Context: an optimization exercise on an open-source flow, tuned for small area and a short achievable clock period. The choices shown serve that exercise and are no tape-out recipe.
Only the layout flow was run in this run; the RTL was not checked for function there.

$ cat design/flow/config.mk
export PLATFORM = sky130hd
export DESIGN_NAME = fir_3tap
export DESIGN_NICKNAME = fir_3tap
export VERILOG_FILES = /design/flow/design.v
export SDC_FILE = /design/flow/constraint.sdc
export NUM_CORES = 4
export LEC_CHECK = 0
export CAP_MARGIN = 20
export CORE_MARGIN = 2
export CORE_UTILIZATION = 55
export CTS_BUF_LIST = sky130_fd_sc_hd__clkbuf_8
export SLEW_MARGIN = 20
export SYNTH_HIERARCHICAL = 1
export SYNTH_MINIMUM_KEEP_SIZE = 0
export TNS_END_PERCENT = 0
$ cat design/flow/constraint.sdc
create_clock -name core_clock -period 12.5 [get_ports {clk}]
set_input_delay 2.5000 -clock core_clock [delete_from_list [all_inputs] [get_ports {clk}]]
set_output_delay 2.5000 -clock core_clock [all_outputs]
set_load 0.01 [all_outputs]
$ cat design/flow/design.v
module full_adder(output sum,
                  output carry_out,
                  input x,
                  input y,
                  input carry_in);
assign sum = x ^ y ^ carry_in;
assign carry_out = (x & y) | (x & carry_in) | (y & carry_in);
endmodule
module g_and2(output y, input a, input b);
assign y = a & b;
endmodule
module g_aoi21(output y, input a, input b, input c);
assign y = ~((a & b) | c);
endmodule
module g_inv(output y, input a);
assign y = ~a;
endmodule
module g_nand2(output y, input a, input b);
assign y = ~(a & b);
endmodule
module g_nor2(output y, input a, input b);
assign y = ~(a | b);
endmodule
module g_oai21(output y, input a, input b, input c);
assign y = ~((a | b) & c);
endmodule
module g_or2(output y, input a, input b);
assign y = a | b;
endmodule
module g_xnor2(output y, input a, input b);
assign y = ~(a ^ b);
endmodule
module g_xor2(output y, input a, input b);
assign y = a ^ b;
endmodule
module half_adder_n(output sum_n,
                    output carry_n,
                    input a_n,
                    input b_n);
xnor_n xs(sum_n, a_n, b_n);
or_n oc(carry_n, a_n, b_n);
endmodule
module xnor_n(output y, input a, input b);
assign y = ~(a ^ b);
endmodule
module or_n(output y, input a, input b);
assign y = a | b;
endmodule
module fir_3tap (input clk,
                 input [7:0] Xin,
                 input [7:0] H0,
                 input [7:0] H1,
                 input [7:0] H2,
                 output reg [15:0] Yout);
reg [7:0] Xd, H1d, H2d;
reg [15:0] Pn;
wire t2_p0_0 = ~(Xd[0] & H2d[0]);
wire t2_p0_1 = ~(Xd[0] & H2d[1]);
wire t2_p0_2 = ~(Xd[0] & H2d[2]);
wire t2_p0_3 = ~(Xd[0] & H2d[3]);
wire t2_p0_4 = ~(Xd[0] & H2d[4]);
wire t2_p0_5 = ~(Xd[0] & H2d[5]);
wire t2_p0_6 = ~(Xd[0] & H2d[6]);
wire t2_p0_7 = ~(Xd[0] & H2d[7]);
wire t2_p1_0 = ~(Xd[1] & H2d[0]);
wire t2_p1_1 = ~(Xd[1] & H2d[1]);
wire t2_p1_2 = ~(Xd[1] & H2d[2]);
wire t2_p1_3 = ~(Xd[1] & H2d[3]);
wire t2_p1_4 = ~(Xd[1] & H2d[4]);
wire t2_p1_5 = ~(Xd[1] & H2d[5]);
wire t2_p1_6 = ~(Xd[1] & H2d[6]);
wire t2_p1_7 = ~(Xd[1] & H2d[7]);
wire t2_p2_0 = ~(Xd[2] & H2d[0]);
wire t2_p2_1 = ~(Xd[2] & H2d[1]);
wire t2_p2_2 = ~(Xd[2] & H2d[2]);
wire t2_p2_3 = ~(Xd[2] & H2d[3]);
wire t2_p2_4 = ~(Xd[2] & H2d[4]);
wire t2_p2_5 = ~(Xd[2] & H2d[5]);
wire t2_p2_6 = ~(Xd[2] & H2d[6]);
wire t2_p2_7 = ~(Xd[2] & H2d[7]);
wire t2_p3_0 = ~(Xd[3] & H2d[0]);
wire t2_p3_1 = ~(Xd[3] & H2d[1]);
wire t2_p3_2 = ~(Xd[3] & H2d[2]);
wire t2_p3_3 = ~(Xd[3] & H2d[3]);
wire t2_p3_4 = ~(Xd[3] & H2d[4]);
wire t2_p3_5 = ~(Xd[3] & H2d[5]);
wire t2_p3_6 = ~(Xd[3] & H2d[6]);
wire t2_p3_7 = ~(Xd[3] & H2d[7]);
wire t2_p4_0 = ~(Xd[4] & H2d[0]);
wire t2_p4_1 = ~(Xd[4] & H2d[1]);
wire t2_p4_2 = ~(Xd[4] & H2d[2]);
wire t2_p4_3 = ~(Xd[4] & H2d[3]);
wire t2_p4_4 = ~(Xd[4] & H2d[4]);
wire t2_p4_5 = ~(Xd[4] & H2d[5]);
wire t2_p4_6 = ~(Xd[4] & H2d[6]);
wire t2_p4_7 = ~(Xd[4] & H2d[7]);
wire t2_p5_0 = ~(Xd[5] & H2d[0]);
wire t2_p5_1 = ~(Xd[5] & H2d[1]);
wire t2_p5_2 = ~(Xd[5] & H2d[2]);
wire t2_p5_3 = ~(Xd[5] & H2d[3]);
wire t2_p5_4 = ~(Xd[5] & H2d[4]);
wire t2_p5_5 = ~(Xd[5] & H2d[5]);
wire t2_p5_6 = ~(Xd[5] & H2d[6]);
wire t2_p5_7 = ~(Xd[5] & H2d[7]);
wire t2_p6_0 = ~(Xd[6] & H2d[0]);
wire t2_p6_1 = ~(Xd[6] & H2d[1]);
wire t2_p6_2 = ~(Xd[6] & H2d[2]);
wire t2_p6_3 = ~(Xd[6] & H2d[3]);
wire t2_p6_4 = ~(Xd[6] & H2d[4]);
wire t2_p6_5 = ~(Xd[6] & H2d[5]);
wire t2_p6_6 = ~(Xd[6] & H2d[6]);
wire t2_p6_7 = ~(Xd[6] & H2d[7]);
wire t2_p7_0 = ~(Xd[7] & H2d[0]);
wire t2_p7_1 = ~(Xd[7] & H2d[1]);
wire t2_p7_2 = ~(Xd[7] & H2d[2]);
wire t2_p7_3 = ~(Xd[7] & H2d[3]);
wire t2_p7_4 = ~(Xd[7] & H2d[4]);
wire t2_p7_5 = ~(Xd[7] & H2d[5]);
wire t2_p7_6 = ~(Xd[7] & H2d[6]);
wire t2_p7_7 = ~(Xd[7] & H2d[7]);
wire t2_s0, t2_c0;
half_adder_n t2_ha0 (t2_s0, t2_c0, t2_p0_6, t2_p1_5);
wire t2_s1, t2_c1;
full_adder t2_fa1 (t2_s1, t2_c1, t2_p0_7, t2_p1_6, t2_p2_5);
wire t2_s2, t2_c2;
half_adder_n t2_ha2 (t2_s2, t2_c2, t2_p3_4, t2_p4_3);
wire t2_s3, t2_c3;
full_adder t2_fa3 (t2_s3, t2_c3, t2_p1_7, t2_p2_6, t2_p3_5);
wire t2_s4, t2_c4;
half_adder_n t2_ha4 (t2_s4, t2_c4, t2_p4_4, t2_p5_3);
wire t2_s5, t2_c5;
full_adder t2_fa5 (t2_s5, t2_c5, t2_p2_7, t2_p3_6, t2_p4_5);
wire t2_s6, t2_c6;
half_adder_n t2_ha6 (t2_s6, t2_c6, t2_p0_4, t2_p1_3);
wire t2_s7, t2_c7;
full_adder t2_fa7 (t2_s7, t2_c7, t2_p0_5, t2_p1_4, t2_p2_3);
wire t2_s8, t2_c8;
half_adder_n t2_ha8 (t2_s8, t2_c8, t2_p3_2, t2_p4_1);
wire t2_s9, t2_c9;
full_adder t2_fa9 (t2_s9, t2_c9, t2_p2_4, t2_p3_3, t2_p4_2);
wire t2_s10, t2_c10;
full_adder t2_fa10 (t2_s10, t2_c10, t2_p5_1, t2_p6_0, t2_s0);
wire t2_s11, t2_c11;
full_adder t2_fa11 (t2_s11, t2_c11, t2_p5_2, t2_p6_1, t2_p7_0);
wire t2_s12, t2_c12;
full_adder t2_fa12 (t2_s12, t2_c12, t2_c0, t2_s2, t2_s1);
wire t2_s13, t2_c13;
full_adder t2_fa13 (t2_s13, t2_c13, t2_p6_2, t2_p7_1, t2_c2);
wire t2_s14, t2_c14;
full_adder t2_fa14 (t2_s14, t2_c14, t2_s4, t2_c1, t2_s3);
wire t2_s15, t2_c15;
full_adder t2_fa15 (t2_s15, t2_c15, t2_p5_4, t2_p6_3, t2_p7_2);
wire t2_s16, t2_c16;
full_adder t2_fa16 (t2_s16, t2_c16, t2_c4, t2_c3, t2_s5);
wire t2_s17, t2_c17;
full_adder t2_fa17 (t2_s17, t2_c17, t2_p3_7, t2_p4_6, t2_p5_5);
wire t2_s18, t2_c18;
full_adder t2_fa18 (t2_s18, t2_c18, t2_p6_4, t2_p7_3, t2_c5);
wire t2_s19, t2_c19;
full_adder t2_fa19 (t2_s19, t2_c19, t2_p4_7, t2_p5_6, t2_p6_5);
wire t2_s20, t2_c20;
half_adder_n t2_ha20 (t2_s20, t2_c20, t2_p0_3, t2_p1_2);
wire t2_s21, t2_c21;
full_adder t2_fa21 (t2_s21, t2_c21, t2_p2_2, t2_p3_1, t2_p4_0);
wire t2_s22, t2_c22;
full_adder t2_fa22 (t2_s22, t2_c22, t2_p5_0, t2_c6, t2_s8);
wire t2_s23, t2_c23;
full_adder t2_fa23 (t2_s23, t2_c23, t2_c8, t2_c7, t2_s9);
wire t2_s24, t2_c24;
full_adder t2_fa24 (t2_s24, t2_c24, t2_c9, t2_s11, t2_c10);
wire t2_s25, t2_c25;
full_adder t2_fa25 (t2_s25, t2_c25, t2_c11, t2_s13, t2_c12);
wire t2_s26, t2_c26;
full_adder t2_fa26 (t2_s26, t2_c26, t2_s15, t2_c13, t2_c14);
wire t2_s27, t2_c27;
full_adder t2_fa27 (t2_s27, t2_c27, t2_c15, t2_s17, t2_c16);
wire t2_s28, t2_c28;
full_adder t2_fa28 (t2_s28, t2_c28, t2_p7_4, t2_c17, t2_s19);
wire t2_s29, t2_c29;
full_adder t2_fa29 (t2_s29, t2_c29, t2_p5_7, t2_p6_6, t2_p7_5);
wire t2_s30, t2_c30;
half_adder_n t2_ha30 (t2_s30, t2_c30, t2_p0_2, t2_p1_1);
wire t2_s31, t2_c31;
full_adder t2_fa31 (t2_s31, t2_c31, t2_p2_1, t2_p3_0, t2_s20);
wire t2_s32, t2_c32;
full_adder t2_fa32 (t2_s32, t2_c32, t2_c20, t2_s6, t2_s21);
wire t2_s33, t2_c33;
full_adder t2_fa33 (t2_s33, t2_c33, t2_c21, t2_s7, t2_s22);
wire t2_s34, t2_c34;
full_adder t2_fa34 (t2_s34, t2_c34, t2_c22, t2_s10, t2_s23);
wire t2_s35, t2_c35;
full_adder t2_fa35 (t2_s35, t2_c35, t2_c23, t2_s12, t2_s24);
wire t2_s36, t2_c36;
full_adder t2_fa36 (t2_s36, t2_c36, t2_s14, t2_c24, t2_s25);
wire t2_s37, t2_c37;
full_adder t2_fa37 (t2_s37, t2_c37, t2_s16, t2_c25, t2_s26);
wire t2_s38, t2_c38;
full_adder t2_fa38 (t2_s38, t2_c38, t2_s18, t2_c26, t2_s27);
wire t2_s39, t2_c39;
full_adder t2_fa39 (t2_s39, t2_c39, t2_c18, t2_s28, t2_c27);
wire t2_s40, t2_c40;
full_adder t2_fa40 (t2_s40, t2_c40, t2_c19, t2_s29, t2_c28);
wire t2_s41, t2_c41;
full_adder t2_fa41 (t2_s41, t2_c41, t2_p6_7, t2_p7_6, t2_c29);
wire n1;
g_xnor2 u1 (n1, t2_p0_1, t2_p1_0);
wire n2;
g_or2 u2 (n2, t2_p0_1, t2_p1_0);
wire t2_rs2, t2_rc2;
full_adder t2_rfa2 (t2_rs2, t2_rc2, t2_s30, t2_p2_0, n2);
wire t2_rs3, t2_rc3;
full_adder t2_rfa3 (t2_rs3, t2_rc3, t2_c30, t2_s31, t2_rc2);
wire t2_rs4, t2_rc4;
full_adder t2_rfa4 (t2_rs4, t2_rc4, t2_c31, t2_s32, t2_rc3);
wire t2_rs5, t2_rc5;
full_adder t2_rfa5 (t2_rs5, t2_rc5, t2_c32, t2_s33, t2_rc4);
wire t2_rs6, t2_rc6;
full_adder t2_rfa6 (t2_rs6, t2_rc6, t2_c33, t2_s34, t2_rc5);
wire t2_rs7, t2_rc7;
full_adder t2_rfa7 (t2_rs7, t2_rc7, t2_c34, t2_s35, t2_rc6);
wire t2_rs8, t2_rc8;
full_adder t2_rfa8 (t2_rs8, t2_rc8, t2_c35, t2_s36, t2_rc7);
wire t2_rs9, t2_rc9;
full_adder t2_rfa9 (t2_rs9, t2_rc9, t2_c36, t2_s37, t2_rc8);
wire n3;
g_or2 u3 (n3, t2_c37, t2_s38);
wire n4;
g_and2 u4 (n4, t2_c37, t2_s38);
wire n5;
g_aoi21 u5 (n5, n3, t2_rc9, n4);
wire n6;
g_nor2 u6 (n6, t2_c38, t2_s39);
wire n7;
g_nand2 u7 (n7, t2_c38, t2_s39);
wire n8;
g_oai21 u8 (n8, n6, n5, n7);
wire n9;
g_or2 u9 (n9, t2_c39, t2_s40);
wire n10;
g_and2 u10 (n10, t2_c39, t2_s40);
wire n11;
g_aoi21 u11 (n11, n9, n8, n10);
wire n12;
g_nor2 u12 (n12, t2_c40, t2_s41);
wire n13;
g_nand2 u13 (n13, t2_c40, t2_s41);
wire n14;
g_oai21 u14 (n14, n12, n11, n13);
wire n15;
g_or2 u15 (n15, t2_c41, t2_p7_7);
wire n16;
g_and2 u16 (n16, t2_c41, t2_p7_7);
wire n17;
g_aoi21 u17 (n17, n15, n14, n16);
wire n18;
g_xor2 u18 (n18, t2_c37, t2_s38);
wire n19;
g_xor2 u19 (n19, n18, t2_rc9);
wire n20;
g_xor2 u20 (n20, t2_c38, t2_s39);
wire n21;
g_xnor2 u21 (n21, n20, n5);
wire n22;
g_xor2 u22 (n22, t2_c39, t2_s40);
wire n23;
g_xor2 u23 (n23, n22, n8);
wire n24;
g_xor2 u24 (n24, t2_c40, t2_s41);
wire n25;
g_xnor2 u25 (n25, n24, n11);
wire n26;
g_xor2 u26 (n26, t2_c41, t2_p7_7);
wire n27;
g_xor2 u27 (n27, n26, n14);
wire n28;
g_inv u28 (n28, n17);
wire [15:0] t2_sn = {n28, n27, n25, n23, n21, n19, t2_rs9, t2_rs8, t2_rs7, t2_rs6, t2_rs5, t2_rs4, t2_rs3, t2_rs2, n1, t2_p0_0};
wire t1_p0_0 = ~(Xd[0] & H1d[0]);
wire t1_p0_1 = ~(Xd[0] & H1d[1]);
wire t1_p0_2 = ~(Xd[0] & H1d[2]);
wire t1_p0_3 = ~(Xd[0] & H1d[3]);
wire t1_p0_4 = ~(Xd[0] & H1d[4]);
wire t1_p0_5 = ~(Xd[0] & H1d[5]);
wire t1_p0_6 = ~(Xd[0] & H1d[6]);
wire t1_p0_7 = ~(Xd[0] & H1d[7]);
wire t1_p1_0 = ~(Xd[1] & H1d[0]);
wire t1_p1_1 = ~(Xd[1] & H1d[1]);
wire t1_p1_2 = ~(Xd[1] & H1d[2]);
wire t1_p1_3 = ~(Xd[1] & H1d[3]);
wire t1_p1_4 = ~(Xd[1] & H1d[4]);
wire t1_p1_5 = ~(Xd[1] & H1d[5]);
wire t1_p1_6 = ~(Xd[1] & H1d[6]);
wire t1_p1_7 = ~(Xd[1] & H1d[7]);
wire t1_p2_0 = ~(Xd[2] & H1d[0]);
wire t1_p2_1 = ~(Xd[2] & H1d[1]);
wire t1_p2_2 = ~(Xd[2] & H1d[2]);
wire t1_p2_3 = ~(Xd[2] & H1d[3]);
wire t1_p2_4 = ~(Xd[2] & H1d[4]);
wire t1_p2_5 = ~(Xd[2] & H1d[5]);
wire t1_p2_6 = ~(Xd[2] & H1d[6]);
wire t1_p2_7 = ~(Xd[2] & H1d[7]);
wire t1_p3_0 = ~(Xd[3] & H1d[0]);
wire t1_p3_1 = ~(Xd[3] & H1d[1]);
wire t1_p3_2 = ~(Xd[3] & H1d[2]);
wire t1_p3_3 = ~(Xd[3] & H1d[3]);
wire t1_p3_4 = ~(Xd[3] & H1d[4]);
wire t1_p3_5 = ~(Xd[3] & H1d[5]);
wire t1_p3_6 = ~(Xd[3] & H1d[6]);
wire t1_p3_7 = ~(Xd[3] & H1d[7]);
wire t1_p4_0 = ~(Xd[4] & H1d[0]);
wire t1_p4_1 = ~(Xd[4] & H1d[1]);
wire t1_p4_2 = ~(Xd[4] & H1d[2]);
wire t1_p4_3 = ~(Xd[4] & H1d[3]);
wire t1_p4_4 = ~(Xd[4] & H1d[4]);
wire t1_p4_5 = ~(Xd[4] & H1d[5]);
wire t1_p4_6 = ~(Xd[4] & H1d[6]);
wire t1_p4_7 = ~(Xd[4] & H1d[7]);
wire t1_p5_0 = ~(Xd[5] & H1d[0]);
wire t1_p5_1 = ~(Xd[5] & H1d[1]);
wire t1_p5_2 = ~(Xd[5] & H1d[2]);
wire t1_p5_3 = ~(Xd[5] & H1d[3]);
wire t1_p5_4 = ~(Xd[5] & H1d[4]);
wire t1_p5_5 = ~(Xd[5] & H1d[5]);
wire t1_p5_6 = ~(Xd[5] & H1d[6]);
wire t1_p5_7 = ~(Xd[5] & H1d[7]);
wire t1_p6_0 = ~(Xd[6] & H1d[0]);
wire t1_p6_1 = ~(Xd[6] & H1d[1]);
wire t1_p6_2 = ~(Xd[6] & H1d[2]);
wire t1_p6_3 = ~(Xd[6] & H1d[3]);
wire t1_p6_4 = ~(Xd[6] & H1d[4]);
wire t1_p6_5 = ~(Xd[6] & H1d[5]);
wire t1_p6_6 = ~(Xd[6] & H1d[6]);
wire t1_p6_7 = ~(Xd[6] & H1d[7]);
wire t1_p7_0 = ~(Xd[7] & H1d[0]);
wire t1_p7_1 = ~(Xd[7] & H1d[1]);
wire t1_p7_2 = ~(Xd[7] & H1d[2]);
wire t1_p7_3 = ~(Xd[7] & H1d[3]);
wire t1_p7_4 = ~(Xd[7] & H1d[4]);
wire t1_p7_5 = ~(Xd[7] & H1d[5]);
wire t1_p7_6 = ~(Xd[7] & H1d[6]);
wire t1_p7_7 = ~(Xd[7] & H1d[7]);
wire t1_s0, t1_c0;
half_adder_n t1_ha0 (t1_s0, t1_c0, Pn[5], t1_p0_5);
wire t1_s1, t1_c1;
full_adder t1_fa1 (t1_s1, t1_c1, Pn[6], t1_p0_6, t1_p1_5);
wire t1_s2, t1_c2;
half_adder_n t1_ha2 (t1_s2, t1_c2, t1_p2_4, t1_p3_3);
wire t1_s3, t1_c3;
full_adder t1_fa3 (t1_s3, t1_c3, Pn[7], t1_p0_7, t1_p1_6);
wire t1_s4, t1_c4;
full_adder t1_fa4 (t1_s4, t1_c4, t1_p2_5, t1_p3_4, t1_p4_3);
wire t1_s5, t1_c5;
half_adder_n t1_ha5 (t1_s5, t1_c5, t1_p5_2, t1_p6_1);
wire t1_s6, t1_c6;
full_adder t1_fa6 (t1_s6, t1_c6, Pn[8], t1_p1_7, t1_p2_6);
wire t1_s7, t1_c7;
full_adder t1_fa7 (t1_s7, t1_c7, t1_p3_5, t1_p4_4, t1_p5_3);
wire t1_s8, t1_c8;
half_adder_n t1_ha8 (t1_s8, t1_c8, t1_p6_2, t1_p7_1);
wire t1_s9, t1_c9;
full_adder t1_fa9 (t1_s9, t1_c9, Pn[9], t1_p2_7, t1_p3_6);
wire t1_s10, t1_c10;
full_adder t1_fa10 (t1_s10, t1_c10, t1_p4_5, t1_p5_4, t1_p6_3);
wire t1_s11, t1_c11;
full_adder t1_fa11 (t1_s11, t1_c11, Pn[10], t1_p3_7, t1_p4_6);
wire t1_s12, t1_c12;
half_adder_n t1_ha12 (t1_s12, t1_c12, Pn[3], t1_p0_3);
wire t1_s13, t1_c13;
full_adder t1_fa13 (t1_s13, t1_c13, Pn[4], t1_p0_4, t1_p1_3);
wire t1_s14, t1_c14;
half_adder_n t1_ha14 (t1_s14, t1_c14, t1_p2_2, t1_p3_1);
wire t1_s15, t1_c15;
full_adder t1_fa15 (t1_s15, t1_c15, t1_p1_4, t1_p2_3, t1_p3_2);
wire t1_s16, t1_c16;
full_adder t1_fa16 (t1_s16, t1_c16, t1_p4_1, t1_p5_0, t1_s0);
wire t1_s17, t1_c17;
full_adder t1_fa17 (t1_s17, t1_c17, t1_p4_2, t1_p5_1, t1_p6_0);
wire t1_s18, t1_c18;
full_adder t1_fa18 (t1_s18, t1_c18, t1_c0, t1_s2, t1_s1);
wire t1_s19, t1_c19;
full_adder t1_fa19 (t1_s19, t1_c19, t1_p7_0, t1_c2, t1_s5);
wire t1_s20, t1_c20;
full_adder t1_fa20 (t1_s20, t1_c20, t1_c1, t1_s3, t1_s4);
wire t1_s21, t1_c21;
full_adder t1_fa21 (t1_s21, t1_c21, t1_c5, t1_s8, t1_c3);
wire t1_s22, t1_c22;
full_adder t1_fa22 (t1_s22, t1_c22, t1_c4, t1_s6, t1_s7);
wire t1_s23, t1_c23;
full_adder t1_fa23 (t1_s23, t1_c23, t1_p7_2, t1_c8, t1_c6);
wire t1_s24, t1_c24;
full_adder t1_fa24 (t1_s24, t1_c24, t1_c7, t1_s10, t1_s9);
wire t1_s25, t1_c25;
full_adder t1_fa25 (t1_s25, t1_c25, t1_p5_5, t1_p6_4, t1_p7_3);
wire t1_s26, t1_c26;
full_adder t1_fa26 (t1_s26, t1_c26, t1_c10, t1_c9, t1_s11);
wire t1_s27, t1_c27;
full_adder t1_fa27 (t1_s27, t1_c27, Pn[11], t1_p4_7, t1_p5_6);
wire t1_s28, t1_c28;
full_adder t1_fa28 (t1_s28, t1_c28, t1_p6_5, t1_p7_4, t1_c11);
wire t1_s29, t1_c29;
full_adder t1_fa29 (t1_s29, t1_c29, Pn[12], t1_p5_7, t1_p6_6);
wire t1_s30, t1_c30;
half_adder_n t1_ha30 (t1_s30, t1_c30, Pn[2], t1_p0_2);
wire t1_s31, t1_c31;
full_adder t1_fa31 (t1_s31, t1_c31, t1_p1_2, t1_p2_1, t1_p3_0);
wire t1_s32, t1_c32;
full_adder t1_fa32 (t1_s32, t1_c32, t1_p4_0, t1_c12, t1_s14);
wire t1_s33, t1_c33;
full_adder t1_fa33 (t1_s33, t1_c33, t1_c14, t1_c13, t1_s15);
wire t1_s34, t1_c34;
full_adder t1_fa34 (t1_s34, t1_c34, t1_c15, t1_s17, t1_c16);
wire t1_s35, t1_c35;
full_adder t1_fa35 (t1_s35, t1_c35, t1_c17, t1_s19, t1_c18);
wire t1_s36, t1_c36;
full_adder t1_fa36 (t1_s36, t1_c36, t1_c19, t1_c20, t1_s21);
wire t1_s37, t1_c37;
full_adder t1_fa37 (t1_s37, t1_c37, t1_c21, t1_c22, t1_s23);
wire t1_s38, t1_c38;
full_adder t1_fa38 (t1_s38, t1_c38, t1_s25, t1_c23, t1_c24);
wire t1_s39, t1_c39;
full_adder t1_fa39 (t1_s39, t1_c39, t1_c25, t1_s27, t1_c26);
wire t1_s40, t1_c40;
full_adder t1_fa40 (t1_s40, t1_c40, t1_p7_5, t1_c27, t1_s29);
wire t1_s41, t1_c41;
full_adder t1_fa41 (t1_s41, t1_c41, Pn[13], t1_p6_7, t1_p7_6);
wire t1_s42, t1_c42;
half_adder_n t1_ha42 (t1_s42, t1_c42, Pn[1], t1_p0_1);
wire t1_s43, t1_c43;
full_adder t1_fa43 (t1_s43, t1_c43, t1_p1_1, t1_p2_0, t1_s30);
wire t1_s44, t1_c44;
full_adder t1_fa44 (t1_s44, t1_c44, t1_c30, t1_s12, t1_s31);
wire t1_s45, t1_c45;
full_adder t1_fa45 (t1_s45, t1_c45, t1_c31, t1_s13, t1_s32);
wire t1_s46, t1_c46;
full_adder t1_fa46 (t1_s46, t1_c46, t1_c32, t1_s16, t1_s33);
wire t1_s47, t1_c47;
full_adder t1_fa47 (t1_s47, t1_c47, t1_c33, t1_s18, t1_s34);
wire t1_s48, t1_c48;
full_adder t1_fa48 (t1_s48, t1_c48, t1_s20, t1_c34, t1_s35);
wire t1_s49, t1_c49;
full_adder t1_fa49 (t1_s49, t1_c49, t1_s22, t1_c35, t1_s36);
wire t1_s50, t1_c50;
full_adder t1_fa50 (t1_s50, t1_c50, t1_s24, t1_c36, t1_s37);
wire t1_s51, t1_c51;
full_adder t1_fa51 (t1_s51, t1_c51, t1_s26, t1_c37, t1_s38);
wire t1_s52, t1_c52;
full_adder t1_fa52 (t1_s52, t1_c52, t1_s28, t1_c38, t1_s39);
wire t1_s53, t1_c53;
full_adder t1_fa53 (t1_s53, t1_c53, t1_c28, t1_s40, t1_c39);
wire t1_s54, t1_c54;
full_adder t1_fa54 (t1_s54, t1_c54, t1_c29, t1_s41, t1_c40);
wire t1_s55, t1_c55;
full_adder t1_fa55 (t1_s55, t1_c55, Pn[14], t1_p7_7, t1_c41);
wire t1x_s0, t1x_c0;
half_adder_n t1x_ha0 (t1x_s0, t1x_c0, t1_c47, t1_s48);
wire t1x_s1, t1x_c1;
half_adder_n t1x_ha1 (t1x_s1, t1x_c1, t1_c48, t1_s49);
wire t0_p0_0 = ~(Xin[0] & H0[0]);
wire t0_p0_1 = ~(Xin[0] & H0[1]);
wire t0_p0_2 = ~(Xin[0] & H0[2]);
wire t0_p0_3 = ~(Xin[0] & H0[3]);
wire t0_p0_4 = ~(Xin[0] & H0[4]);
wire t0_p0_5 = ~(Xin[0] & H0[5]);
wire t0_p0_6 = ~(Xin[0] & H0[6]);
wire t0_p0_7 = ~(Xin[0] & H0[7]);
wire t0_p1_0 = ~(Xin[1] & H0[0]);
wire t0_p1_1 = ~(Xin[1] & H0[1]);
wire t0_p1_2 = ~(Xin[1] & H0[2]);
wire t0_p1_3 = ~(Xin[1] & H0[3]);
wire t0_p1_4 = ~(Xin[1] & H0[4]);
wire t0_p1_5 = ~(Xin[1] & H0[5]);
wire t0_p1_6 = ~(Xin[1] & H0[6]);
wire t0_p1_7 = ~(Xin[1] & H0[7]);
wire t0_p2_0 = ~(Xin[2] & H0[0]);
wire t0_p2_1 = ~(Xin[2] & H0[1]);
wire t0_p2_2 = ~(Xin[2] & H0[2]);
wire t0_p2_3 = ~(Xin[2] & H0[3]);
wire t0_p2_4 = ~(Xin[2] & H0[4]);
wire t0_p2_5 = ~(Xin[2] & H0[5]);
wire t0_p2_6 = ~(Xin[2] & H0[6]);
wire t0_p2_7 = ~(Xin[2] & H0[7]);
wire t0_p3_0 = ~(Xin[3] & H0[0]);
wire t0_p3_1 = ~(Xin[3] & H0[1]);
wire t0_p3_2 = ~(Xin[3] & H0[2]);
wire t0_p3_3 = ~(Xin[3] & H0[3]);
wire t0_p3_4 = ~(Xin[3] & H0[4]);
wire t0_p3_5 = ~(Xin[3] & H0[5]);
wire t0_p3_6 = ~(Xin[3] & H0[6]);
wire t0_p3_7 = ~(Xin[3] & H0[7]);
wire t0_p4_0 = ~(Xin[4] & H0[0]);
wire t0_p4_1 = ~(Xin[4] & H0[1]);
wire t0_p4_2 = ~(Xin[4] & H0[2]);
wire t0_p4_3 = ~(Xin[4] & H0[3]);
wire t0_p4_4 = ~(Xin[4] & H0[4]);
wire t0_p4_5 = ~(Xin[4] & H0[5]);
wire t0_p4_6 = ~(Xin[4] & H0[6]);
wire t0_p4_7 = ~(Xin[4] & H0[7]);
wire t0_p5_0 = ~(Xin[5] & H0[0]);
wire t0_p5_1 = ~(Xin[5] & H0[1]);
wire t0_p5_2 = ~(Xin[5] & H0[2]);
wire t0_p5_3 = ~(Xin[5] & H0[3]);
wire t0_p5_4 = ~(Xin[5] & H0[4]);
wire t0_p5_5 = ~(Xin[5] & H0[5]);
wire t0_p5_6 = ~(Xin[5] & H0[6]);
wire t0_p5_7 = ~(Xin[5] & H0[7]);
wire t0_p6_0 = ~(Xin[6] & H0[0]);
wire t0_p6_1 = ~(Xin[6] & H0[1]);
wire t0_p6_2 = ~(Xin[6] & H0[2]);
wire t0_p6_3 = ~(Xin[6] & H0[3]);
wire t0_p6_4 = ~(Xin[6] & H0[4]);
wire t0_p6_5 = ~(Xin[6] & H0[5]);
wire t0_p6_6 = ~(Xin[6] & H0[6]);
wire t0_p6_7 = ~(Xin[6] & H0[7]);
wire t0_p7_0 = ~(Xin[7] & H0[0]);
wire t0_p7_1 = ~(Xin[7] & H0[1]);
wire t0_p7_2 = ~(Xin[7] & H0[2]);
wire t0_p7_3 = ~(Xin[7] & H0[3]);
wire t0_p7_4 = ~(Xin[7] & H0[4]);
wire t0_p7_5 = ~(Xin[7] & H0[5]);
wire t0_p7_6 = ~(Xin[7] & H0[6]);
wire t0_p7_7 = ~(Xin[7] & H0[7]);
wire t0_s0, t0_c0;
half_adder_n t0_ha0 (t0_s0, t0_c0, t1_c44, t1_s45);
wire t0_s1, t0_c1;
full_adder t0_fa1 (t0_s1, t0_c1, t1_c45, t1_s46, t0_p0_5);
wire t0_s2, t0_c2;
half_adder_n t0_ha2 (t0_s2, t0_c2, t0_p1_4, t0_p2_3);
wire t0_s3, t0_c3;
full_adder t0_fa3 (t0_s3, t0_c3, t1_c46, t1_s47, t0_p0_6);
wire t0_s4, t0_c4;
full_adder t0_fa4 (t0_s4, t0_c4, t0_p1_5, t0_p2_4, t0_p3_3);
wire t0_s5, t0_c5;
half_adder_n t0_ha5 (t0_s5, t0_c5, t0_p4_2, t0_p5_1);
wire t0_s6, t0_c6;
full_adder t0_fa6 (t0_s6, t0_c6, t1x_s0, t0_p0_7, t0_p1_6);
wire t0_s7, t0_c7;
full_adder t0_fa7 (t0_s7, t0_c7, t0_p2_5, t0_p3_4, t0_p4_3);
wire t0_s8, t0_c8;
full_adder t0_fa8 (t0_s8, t0_c8, t0_p5_2, t0_p6_1, t0_p7_0);
wire t0_s9, t0_c9;
full_adder t0_fa9 (t0_s9, t0_c9, t1x_c0, t1x_s1, t0_p1_7);
wire t0_s10, t0_c10;
full_adder t0_fa10 (t0_s10, t0_c10, t0_p2_6, t0_p3_5, t0_p4_4);
wire t0_s11, t0_c11;
full_adder t0_fa11 (t0_s11, t0_c11, t0_p5_3, t0_p6_2, t0_p7_1);
wire t0_s12, t0_c12;
full_adder t0_fa12 (t0_s12, t0_c12, t1_c49, t1_s50, t1x_c1);
wire t0_s13, t0_c13;
full_adder t0_fa13 (t0_s13, t0_c13, t0_p2_7, t0_p3_6, t0_p4_5);
wire t0_s14, t0_c14;
full_adder t0_fa14 (t0_s14, t0_c14, t0_p5_4, t0_p6_3, t0_p7_2);
wire t0_s15, t0_c15;
full_adder t0_fa15 (t0_s15, t0_c15, t1_c50, t1_s51, t0_p3_7);
wire t0_s16, t0_c16;
full_adder t0_fa16 (t0_s16, t0_c16, t0_p4_6, t0_p5_5, t0_p6_4);
wire t0_s17, t0_c17;
full_adder t0_fa17 (t0_s17, t0_c17, t1_c51, t1_s52, t0_p4_7);
wire t0_s18, t0_c18;
half_adder_n t0_ha18 (t0_s18, t0_c18, t1_c42, t1_s43);
wire t0_s19, t0_c19;
full_adder t0_fa19 (t0_s19, t0_c19, t1_c43, t1_s44, t0_p0_3);
wire t0_s20, t0_c20;
half_adder_n t0_ha20 (t0_s20, t0_c20, t0_p1_2, t0_p2_1);
wire t0_s21, t0_c21;
full_adder t0_fa21 (t0_s21, t0_c21, t0_s0, t0_p0_4, t0_p1_3);
wire t0_s22, t0_c22;
full_adder t0_fa22 (t0_s22, t0_c22, t0_p2_2, t0_p3_1, t0_p4_0);
wire t0_s23, t0_c23;
full_adder t0_fa23 (t0_s23, t0_c23, t0_c0, t0_p3_2, t0_p4_1);
wire t0_s24, t0_c24;
full_adder t0_fa24 (t0_s24, t0_c24, t0_p5_0, t0_s2, t0_s1);
wire t0_s25, t0_c25;
full_adder t0_fa25 (t0_s25, t0_c25, t0_p6_0, t0_c2, t0_s5);
wire t0_s26, t0_c26;
full_adder t0_fa26 (t0_s26, t0_c26, t0_c1, t0_s3, t0_s4);
wire t0_s27, t0_c27;
full_adder t0_fa27 (t0_s27, t0_c27, t0_c5, t0_c3, t0_c4);
wire t0_s28, t0_c28;
full_adder t0_fa28 (t0_s28, t0_c28, t0_s6, t0_s7, t0_s8);
wire t0_s29, t0_c29;
full_adder t0_fa29 (t0_s29, t0_c29, t0_c6, t0_c7, t0_c8);
wire t0_s30, t0_c30;
full_adder t0_fa30 (t0_s30, t0_c30, t0_s10, t0_s11, t0_s9);
wire t0_s31, t0_c31;
full_adder t0_fa31 (t0_s31, t0_c31, t0_s12, t0_c10, t0_c11);
wire t0_s32, t0_c32;
full_adder t0_fa32 (t0_s32, t0_c32, t0_c9, t0_s13, t0_s14);
wire t0_s33, t0_c33;
full_adder t0_fa33 (t0_s33, t0_c33, t0_p7_3, t0_c12, t0_c13);
wire t0_s34, t0_c34;
full_adder t0_fa34 (t0_s34, t0_c34, t0_c14, t0_s15, t0_s16);
wire t0_s35, t0_c35;
full_adder t0_fa35 (t0_s35, t0_c35, t0_p5_6, t0_p6_5, t0_p7_4);
wire t0_s36, t0_c36;
full_adder t0_fa36 (t0_s36, t0_c36, t0_c15, t0_c16, t0_s17);
wire t0_s37, t0_c37;
full_adder t0_fa37 (t0_s37, t0_c37, t1_s53, t1_c52, t0_p5_7);
wire t0_s38, t0_c38;
full_adder t0_fa38 (t0_s38, t0_c38, t0_p6_6, t0_p7_5, t0_c17);
wire t0_s39, t0_c39;
full_adder t0_fa39 (t0_s39, t0_c39, t1_s54, t1_c53, t0_p6_7);
wire t0_s40, t0_c40;
half_adder_n t0_ha40 (t0_s40, t0_c40, t1_p1_0, t1_s42);
wire t0_s41, t0_c41;
full_adder t0_fa41 (t0_s41, t0_c41, t0_s18, t0_p0_2, t0_p1_1);
wire t0_s42, t0_c42;
full_adder t0_fa42 (t0_s42, t0_c42, t0_c18, t0_p3_0, t0_s20);
wire t0_s43, t0_c43;
full_adder t0_fa43 (t0_s43, t0_c43, t0_c20, t0_c19, t0_s21);
wire t0_s44, t0_c44;
full_adder t0_fa44 (t0_s44, t0_c44, t0_c21, t0_c22, t0_s23);
wire t0_s45, t0_c45;
full_adder t0_fa45 (t0_s45, t0_c45, t0_c23, t0_s25, t0_c24);
wire t0_s46, t0_c46;
full_adder t0_fa46 (t0_s46, t0_c46, t0_c25, t0_c26, t0_s27);
wire t0_s47, t0_c47;
full_adder t0_fa47 (t0_s47, t0_c47, t0_c27, t0_c28, t0_s29);
wire t0_s48, t0_c48;
full_adder t0_fa48 (t0_s48, t0_c48, t0_c29, t0_c30, t0_s31);
wire t0_s49, t0_c49;
full_adder t0_fa49 (t0_s49, t0_c49, t0_c31, t0_c32, t0_s33);
wire t0_s50, t0_c50;
full_adder t0_fa50 (t0_s50, t0_c50, t0_s35, t0_c33, t0_c34);
wire t0_s51, t0_c51;
full_adder t0_fa51 (t0_s51, t0_c51, t0_c35, t0_s37, t0_c36);
wire t0_s52, t0_c52;
full_adder t0_fa52 (t0_s52, t0_c52, t0_p7_6, t0_c37, t0_s39);
wire t0_s53, t0_c53;
full_adder t0_fa53 (t0_s53, t0_c53, t1_s55, t1_c54, t0_p7_7);
wire t0_s54, t0_c54;
half_adder_n t0_ha54 (t0_s54, t0_c54, Pn[0], t1_p0_0);
wire t0_s55, t0_c55;
full_adder t0_fa55 (t0_s55, t0_c55, t0_s40, t0_p0_1, t0_p1_0);
wire t0_s56, t0_c56;
full_adder t0_fa56 (t0_s56, t0_c56, t0_c40, t0_p2_0, t0_s41);
wire t0_s57, t0_c57;
full_adder t0_fa57 (t0_s57, t0_c57, t0_c41, t0_s19, t0_s42);
wire t0_s58, t0_c58;
full_adder t0_fa58 (t0_s58, t0_c58, t0_s22, t0_c42, t0_s43);
wire t0_s59, t0_c59;
full_adder t0_fa59 (t0_s59, t0_c59, t0_c43, t0_s24, t0_s44);
wire t0_s60, t0_c60;
full_adder t0_fa60 (t0_s60, t0_c60, t0_c44, t0_s26, t0_s45);
wire t0_s61, t0_c61;
full_adder t0_fa61 (t0_s61, t0_c61, t0_s28, t0_c45, t0_s46);
wire t0_s62, t0_c62;
full_adder t0_fa62 (t0_s62, t0_c62, t0_s30, t0_c46, t0_s47);
wire t0_s63, t0_c63;
full_adder t0_fa63 (t0_s63, t0_c63, t0_s32, t0_c47, t0_s48);
wire t0_s64, t0_c64;
full_adder t0_fa64 (t0_s64, t0_c64, t0_s34, t0_c48, t0_s49);
wire t0_s65, t0_c65;
full_adder t0_fa65 (t0_s65, t0_c65, t0_s36, t0_c49, t0_s50);
wire t0_s66, t0_c66;
full_adder t0_fa66 (t0_s66, t0_c66, t0_s38, t0_c50, t0_s51);
wire t0_s67, t0_c67;
full_adder t0_fa67 (t0_s67, t0_c67, t0_c38, t0_s52, t0_c51);
wire t0_s68, t0_c68;
full_adder t0_fa68 (t0_s68, t0_c68, t0_c39, t0_s53, t0_c52);
wire t0_s69, t0_c69;
full_adder t0_fa69 (t0_s69, t0_c69, Pn[15], t1_c55, t0_c53);
wire n29;
g_xnor2 u29 (n29, t0_s54, t0_p0_0);
wire n30;
g_or2 u30 (n30, t0_s54, t0_p0_0);
wire t0_rs1, t0_rc1;
full_adder t0_rfa1 (t0_rs1, t0_rc1, t0_c54, t0_s55, n30);
wire t0_rs2, t0_rc2;
full_adder t0_rfa2 (t0_rs2, t0_rc2, t0_c55, t0_s56, t0_rc1);
wire n31;
g_or2 u31 (n31, t0_c56, t0_s57);
wire n32;
g_and2 u32 (n32, t0_c56, t0_s57);
wire n33;
g_aoi21 u33 (n33, n31, t0_rc2, n32);
wire n34;
g_nor2 u34 (n34, t0_c57, t0_s58);
wire n35;
g_nand2 u35 (n35, t0_c57, t0_s58);
wire n36;
g_oai21 u36 (n36, n34, n33, n35);
wire n37;
g_nor2 u37 (n37, t0_c59, t0_s60);
wire n38;
g_nand2 u38 (n38, t0_c58, t0_s59);
wire n39;
g_nand2 u39 (n39, t0_c59, t0_s60);
wire n40;
g_oai21 u40 (n40, n37, n38, n39);
wire n41;
g_nor2 u41 (n41, t0_c58, t0_s59);
wire n42;
g_nor2 u42 (n42, n37, n41);
wire n43;
g_nor2 u43 (n43, t0_c61, t0_s62);
wire n44;
g_nand2 u44 (n44, t0_c60, t0_s61);
wire n45;
g_nand2 u45 (n45, t0_c61, t0_s62);
wire n46;
g_oai21 u46 (n46, n43, n44, n45);
wire n47;
g_nor2 u47 (n47, t0_c60, t0_s61);
wire n48;
g_nor2 u48 (n48, n43, n47);
wire n49;
g_nor2 u49 (n49, t0_c63, t0_s64);
wire n50;
g_nand2 u50 (n50, t0_c62, t0_s63);
wire n51;
g_nand2 u51 (n51, t0_c63, t0_s64);
wire n52;
g_oai21 u52 (n52, n49, n50, n51);
wire n53;
g_nor2 u53 (n53, t0_c62, t0_s63);
wire n54;
g_nor2 u54 (n54, n49, n53);
wire n55;
g_nor2 u55 (n55, t0_c65, t0_s66);
wire n56;
g_nand2 u56 (n56, t0_c64, t0_s65);
wire n57;
g_nand2 u57 (n57, t0_c65, t0_s66);
wire n58;
g_oai21 u58 (n58, n55, n56, n57);
wire n59;
g_nor2 u59 (n59, t0_c64, t0_s65);
wire n60;
g_nor2 u60 (n60, n55, n59);
wire n61;
g_nor2 u61 (n61, t0_c67, t0_s68);
wire n62;
g_nand2 u62 (n62, t0_c66, t0_s67);
wire n63;
g_nand2 u63 (n63, t0_c67, t0_s68);
wire n64;
g_oai21 u64 (n64, n61, n62, n63);
wire n65;
g_nor2 u65 (n65, t0_c66, t0_s67);
wire n66;
g_nor2 u66 (n66, n61, n65);
wire n67;
g_or2 u67 (n67, t0_c58, t0_s59);
wire n68;
g_and2 u68 (n68, t0_c58, t0_s59);
wire n69;
g_aoi21 u69 (n69, n67, n36, n68);
wire n70;
g_or2 u70 (n70, t0_c57, t0_s58);
wire n71;
g_nand2 u71 (n71, n67, n70);
wire n72;
g_aoi21 u72 (n72, n42, n36, n40);
wire n73;
g_nand2 u73 (n73, n42, n70);
wire n74;
g_or2 u74 (n74, t0_c62, t0_s63);
wire n75;
g_and2 u75 (n75, t0_c62, t0_s63);
wire n76;
g_aoi21 u76 (n76, n74, n46, n75);
wire n77;
g_nand2 u77 (n77, n74, n48);
wire n78;
g_aoi21 u78 (n78, n54, n46, n52);
wire n79;
g_nand2 u79 (n79, n54, n48);
wire n80;
g_or2 u80 (n80, t0_c66, t0_s67);
wire n81;
g_and2 u81 (n81, t0_c66, t0_s67);
wire n82;
g_aoi21 u82 (n82, n80, n58, n81);
wire n83;
g_nand2 u83 (n83, n80, n60);
wire n84;
g_aoi21 u84 (n84, n66, n58, n64);
wire n85;
g_nand2 u85 (n85, n66, n60);
wire n86;
g_oai21 u86 (n86, n47, n72, n44);
wire n87;
g_nor2 u87 (n87, n47, n73);
wire n88;
g_inv u88 (n88, n48);
wire n89;
g_inv u89 (n89, n46);
wire n90;
g_oai21 u90 (n90, n88, n72, n89);
wire n91;
g_inv u91 (n91, n48);
wire n92;
g_nor2 u92 (n92, n91, n73);
wire n93;
g_oai21 u93 (n93, n77, n72, n76);
wire n94;
g_nor2 u94 (n94, n77, n73);
wire n95;
g_oai21 u95 (n95, n79, n72, n78);
wire n96;
g_nor2 u96 (n96, n79, n73);
wire n97;
g_or2 u97 (n97, t0_c64, t0_s65);
wire n98;
g_and2 u98 (n98, t0_c64, t0_s65);
wire n99;
g_aoi21 u99 (n99, n97, n95, n98);
wire n100;
g_nand2 u100 (n100, n97, n96);
wire n101;
g_aoi21 u101 (n101, n60, n95, n58);
wire n102;
g_nand2 u102 (n102, n60, n96);
wire n103;
g_inv u103 (n103, n83);
wire n104;
g_inv u104 (n104, n82);
wire n105;
g_aoi21 u105 (n105, n103, n95, n104);
wire n106;
g_inv u106 (n106, n83);
wire n107;
g_nand2 u107 (n107, n106, n96);
wire n108;
g_inv u108 (n108, n85);
wire n109;
g_inv u109 (n109, n84);
wire n110;
g_aoi21 u110 (n110, n108, n95, n109);
wire n111;
g_inv u111 (n111, n85);
wire n112;
g_nand2 u112 (n112, n111, n96);
wire n113;
g_inv u113 (n113, n29);
wire n114;
g_inv u114 (n114, t0_rs1);
wire n115;
g_inv u115 (n115, t0_rs2);
wire n116;
g_xor2 u116 (n116, t0_c56, t0_s57);
wire n117;
g_xnor2 u117 (n117, n116, t0_rc2);
wire n118;
g_xor2 u118 (n118, t0_c57, t0_s58);
wire n119;
g_xor2 u119 (n119, n118, n33);
wire n120;
g_xor2 u120 (n120, t0_c58, t0_s59);
wire n121;
g_xnor2 u121 (n121, n120, n36);
wire n122;
g_xor2 u122 (n122, t0_c59, t0_s60);
wire n123;
g_xor2 u123 (n123, n122, n69);
wire n124;
g_xor2 u124 (n124, t0_c60, t0_s61);
wire n125;
g_xor2 u125 (n125, n124, n72);
wire n126;
g_xor2 u126 (n126, t0_c61, t0_s62);
wire n127;
g_xnor2 u127 (n127, n126, n86);
wire n128;
g_xor2 u128 (n128, t0_c62, t0_s63);
wire n129;
g_xnor2 u129 (n129, n128, n90);
wire n130;
g_xor2 u130 (n130, t0_c63, t0_s64);
wire n131;
g_xnor2 u131 (n131, n130, n93);
wire n132;
g_xor2 u132 (n132, t0_c64, t0_s65);
wire n133;
g_xnor2 u133 (n133, n132, n95);
wire n134;
g_xor2 u134 (n134, t0_c65, t0_s66);
wire n135;
g_xor2 u135 (n135, n134, n99);
wire n136;
g_xor2 u136 (n136, t0_c66, t0_s67);
wire n137;
g_xor2 u137 (n137, n136, n101);
wire n138;
g_xor2 u138 (n138, t0_c67, t0_s68);
wire n139;
g_xor2 u139 (n139, n138, n105);
wire n140;
g_xor2 u140 (n140, t0_c68, t0_s69);
wire n141;
g_xor2 u141 (n141, n140, n110);
wire [15:0] t0_sn = {n141, n139, n137, n135, n133, n131, n129, n127, n125, n123, n121, n119, n117, n115, n114, n113};
always @(posedge clk) begin
  Xd   <= Xin;
  H1d  <= H1;
  H2d  <= H2;
  Pn   <= t2_sn;
  Yout <= t0_sn;
end
endmodule
$ cat design/flow/flow/run.sh
#!/bin/bash
# The standard layout (standard.sh), with three changes to how it is made:
# - ports are buffered with buf_1 instead of the default delay buffer;
# - repair_timing aims for 6.9 ns of setup slack instead of 0;
# - repair_timing fixes setup by resizing and pin swapping only (no new buffers).
set -euo pipefail
export SETUP_SLACK_MARGIN=6.9
export SETUP_MOVE_SEQUENCE=unbuffer,sizeup,swap
export BUFFER_PORTS_ARGS="-buffer_cell sky130_fd_sc_hd__buf_1"
bash standard.sh > standard.log 2>&1
$ cat design/flow/standard.sh
#!/bin/bash
# synth_recipe.tcl (not shown) runs the flow's synth.tcl, then flattens the netlist and writes it again
# the make line also repeats each setting of config.mk as NAME=value (left out here)
make -C /OpenROAD-flow-scripts/flow DESIGN_CONFIG=/design/flow/config.mk WORK_HOME=/design/flow/orfs CLKGATE_MAP_FILE= SYNTH_SCRIPT=/design/flow/synth_recipe.tcl "${@:-finish}"
==> results.yml <==
worst_setup_path:
  arrival_ns: 5.93
  r2r-end: "Yout[14]"
  max_stage_delay_ns: 0.60
  critPathKind: "in2reg"
  rr_worst_depth: 16
  start_kind: "input pin"
  r2r_setup_slack_ns: 6.85
  setup.worst_path.end_class: "flop"
  cp_slowest_cell: "fa_1"
  cp_common_cell: "fa_1"
  crit_chain: "buf_1, nand2_1, fa_1, fa_1, fa_1, fa_1, nor2_1, nor2_1, nand2_2, o21ai_4, a21oi_2, xor2_1"
  path_max_fanout: 8
  critPathBufInv: 1
  required_ns: 12.72
  r2r-start: "Xd[2]"
  crit_family: "adder cells"
  worst-path-stages: 12
routing:
  wl_per_cell_um: 15.62
  drt-pass1-iter-count: 4
  ant_nets: 0
  drtIter0Drc: 159
  viasPerCell: 5.213
  wirelength_um: 12150
  route.detailed.drc: 0
  dr_total_vias: 4056
layout:
  final_common_cell: "nand2_1"
  diodes: 0
  layout-area-overhead-vs-synth_pct: 3.387
  num-fill-cells: 1018
  nNetsFinal: 823
  drive_gt1_share_pct: 10.39
  final_cell_mix: "nand2_1, fa_1, dfxtp_1, buf_1"
clocking:
  clockBufferDepth: 2
  clock_latency_ns: 0.34
  cts-root-buf: "clkbuf_8"
  cts_setup_buffers: 0
  cts_hold_buffers: 0
  h-tree-depth: 2
  cts_tree: "yes"
  cts.reportedPaths.clkPinSlew_ns: 0.12
  cts_sinks: 56
  cts_made_buffers: 5
logic_synthesis:
  syn_inst: 627
  postSynthAreaPerCell_sq_um: 10.31
  syn_area_sq_mm: 0.006465
  synth_warnings: 7
  yosysSeqAreaShare_pct: 17.34
  synth_seq_cells: 56
  ys_types: 15
  synth_fp_nets: 816
placed_design:
  place.gp.congestion: 0.8169
  pre_cts_ws_ns: 6.291
  dp_hpwl_um: 9826
  io_buffer_count: 48
min_path:
  holdPathStages: 1
  holdCritPathClass: "reg2reg"
  min_from: "H2d[0]"
  worstHoldEndpoint: "Pn[0]"
die:
  boundaryPins: 49
  core.rowCount: 39
  die_w_um: 112.4
  coreArea_sq_mm: 0.01147
  die_y_um: 112.4
  initial_core_util_pct: 56.38
  dieArea_sq_mm: 0.01264
global_route:
  grt_pass1_vias: 4526
  grt_remaining_overflow: 0
  grt_pass1_wl_um: 21930
  grt_max_degree: 20
  grt_usage_pct: 22.14
  antenna_found_initial: 0
sta:
  setup_viol: 0
  worst_clock_skew_ns: 0.01175
  worstMarginPinSlew_ns: 0.4980
  finalHoldViolCount: 0
  slew_headroom_pct: 66.80
  holdWs_ns: 0.5212
  final_max_slew_viol_count: 0
  rsz0062_at_grt: "yes"
  setup_ws_ns: 6.793
  fin_crit_ns: 5.707
  max_freq_mhz: 175.2
  tns_ns: 0
  period_share_pct: 45.66
status:
  status: "finished clean"
job:
  maxCapViolations: 0
[cell usage after synthesis (all sizes together)]
cell type | n | area share [%]
a21oi | 14 | 1.9
and2 | 8 | 0.77
buf | 42 | 4.8
clkbuf | 6 | 0.46
dfxtp | 56 | 17
fa | 156 | 48
inv | 10 | 0.58
nand2 | 209 | 12
nor2 | 18 | 1.0
o21ai | 12 | 0.93
or2 | 34 | 3.3
xnor2 | 34 | 4.6
xor2 | 28 | 3.8
[Yosys stat by module (local to each module, per instance), excerpt]
module	cell area, sq um	cells inside	flip-flops and latches
fir_3tap	2185	296	56
full_adder	20.02	1	0
g_aoi21	8.758	1	0
g_xnor2	8.758	1	0
g_xor2	8.758	1	0
xnor_n	8.758	1	0
g_and2	6.256	1	0
g_or2	6.256	1	0
or_n	6.256	1	0
g_oai21	5.005	1	0
g_inv	3.754	1	0
g_nand2	3.754	1	0
g_nor2	3.754	1	0
[layer usage]
layer | part of all wire [%] | up-vias | GRT usage, %
met5 | 0 | - | 0
met3 | 4.6 | 13 | 3.240
met2 | 52 | 93 | 39.56
met1 | 42 | 2083 | 28.89
met4 | 1.3 | 0 | 4.959
li1 | - | 1867 | -
[final cells by class]
cell class	instances	area [sq um]	area share, %
clock buffers	5	68.82	1.030
clock inverters	3	25.02	0.3744
inverters	10	37.54	0.5616
multi-input cells	513	5027	75.22
flip-flops and latches	56	1156	17.30
well taps	143	178.9	2.677
repair buffers	48	190.2	2.845
[through the flow]
| step | util (%) | instances | instance area, sq um |
|---|---|---|---|
| after floorplan | - | 627 | 6499 |
| after global placement | 56.84 | 770 | 6518 |
| after detailed placement | 56.84 | 770 | 6518 |
| after CTS | 58.17 | 778 | 6670 |
| after global routing | 58.29 | 778 | 6684 |
| final | 58.29 | 778 | 6684 |
[worst max path at each step]
| stage | startpoint | endpoint | slack [ns] |
|---|---|---|---|
| final | H0[6] | Yout[14] | 6.79 |
| after global routing | Xd[2] | Yout[14] | 6.62 |
| after CTS | Xd[1] | Yout[14] | 6.81 |
| after detailed placement | Xin[2] | Yout[14] | 6.29 |
| after global placement | Xin[2] | Yout[13] | 6.35 |
| after floorplan | Xin[6] | Yout[13] | 6.91 |
[state kept, by name, summed over array words and instances (netlist names)]
name  cells
H1d       8
Yout     16
Xd        8
H2d       8
Pn       16
[logic make-up after synthesis]
kind of cell	share of synthesized area (%)
XOR/XNOR	8.400
buffers and inverters	5.845
AND/OR/NAND/NOR	17.28
flip-flops	17.34
adder cells (fa/ha/maj)	48.31
AO/OA/AOI/OAI	2.826
[timing repair]
action | 4_1_cts | 5_1_grt
hold endpoints to repair | 0 | 0
resized for setup | 34 | 6
pin swaps | 6 | 14
endpoints found under the setup margin | 10 | 9
cloned | 0 | 0

-- separate check: timing with driven ports --
How much do the figures lean on ideal ports? The routed layout below was timed once more, with nothing changed but the port constraints.
Step 1 (the two cells are an assumption about what drives the block):
set clk [get_ports {clk}]
set_driving_cell -lib_cell sky130_fd_sc_hd__clkbuf_16 $clk
set_driving_cell -lib_cell sky130_fd_sc_hd__buf_2 [delete_from_list [all_inputs] $clk]
Step 2, shift: input delay + t, output delay - t, t = (earliest + latest rising clock arrival at the registers) / 2. This alone moves slack from input paths to output paths.
Three values: no drivers, after step 1, after step 2; two values: the first two.
shift t [ns]: 0.369
slack for setup (ns): 6.793 / 6.803 / 6.434
clock arrival spread, ns: 0.011 / 0.012
After both steps setup and hold are still met in this run. For this run, drivers alone change the setup slack by +0.010 ns; drivers and shift together by -0.359 ns.
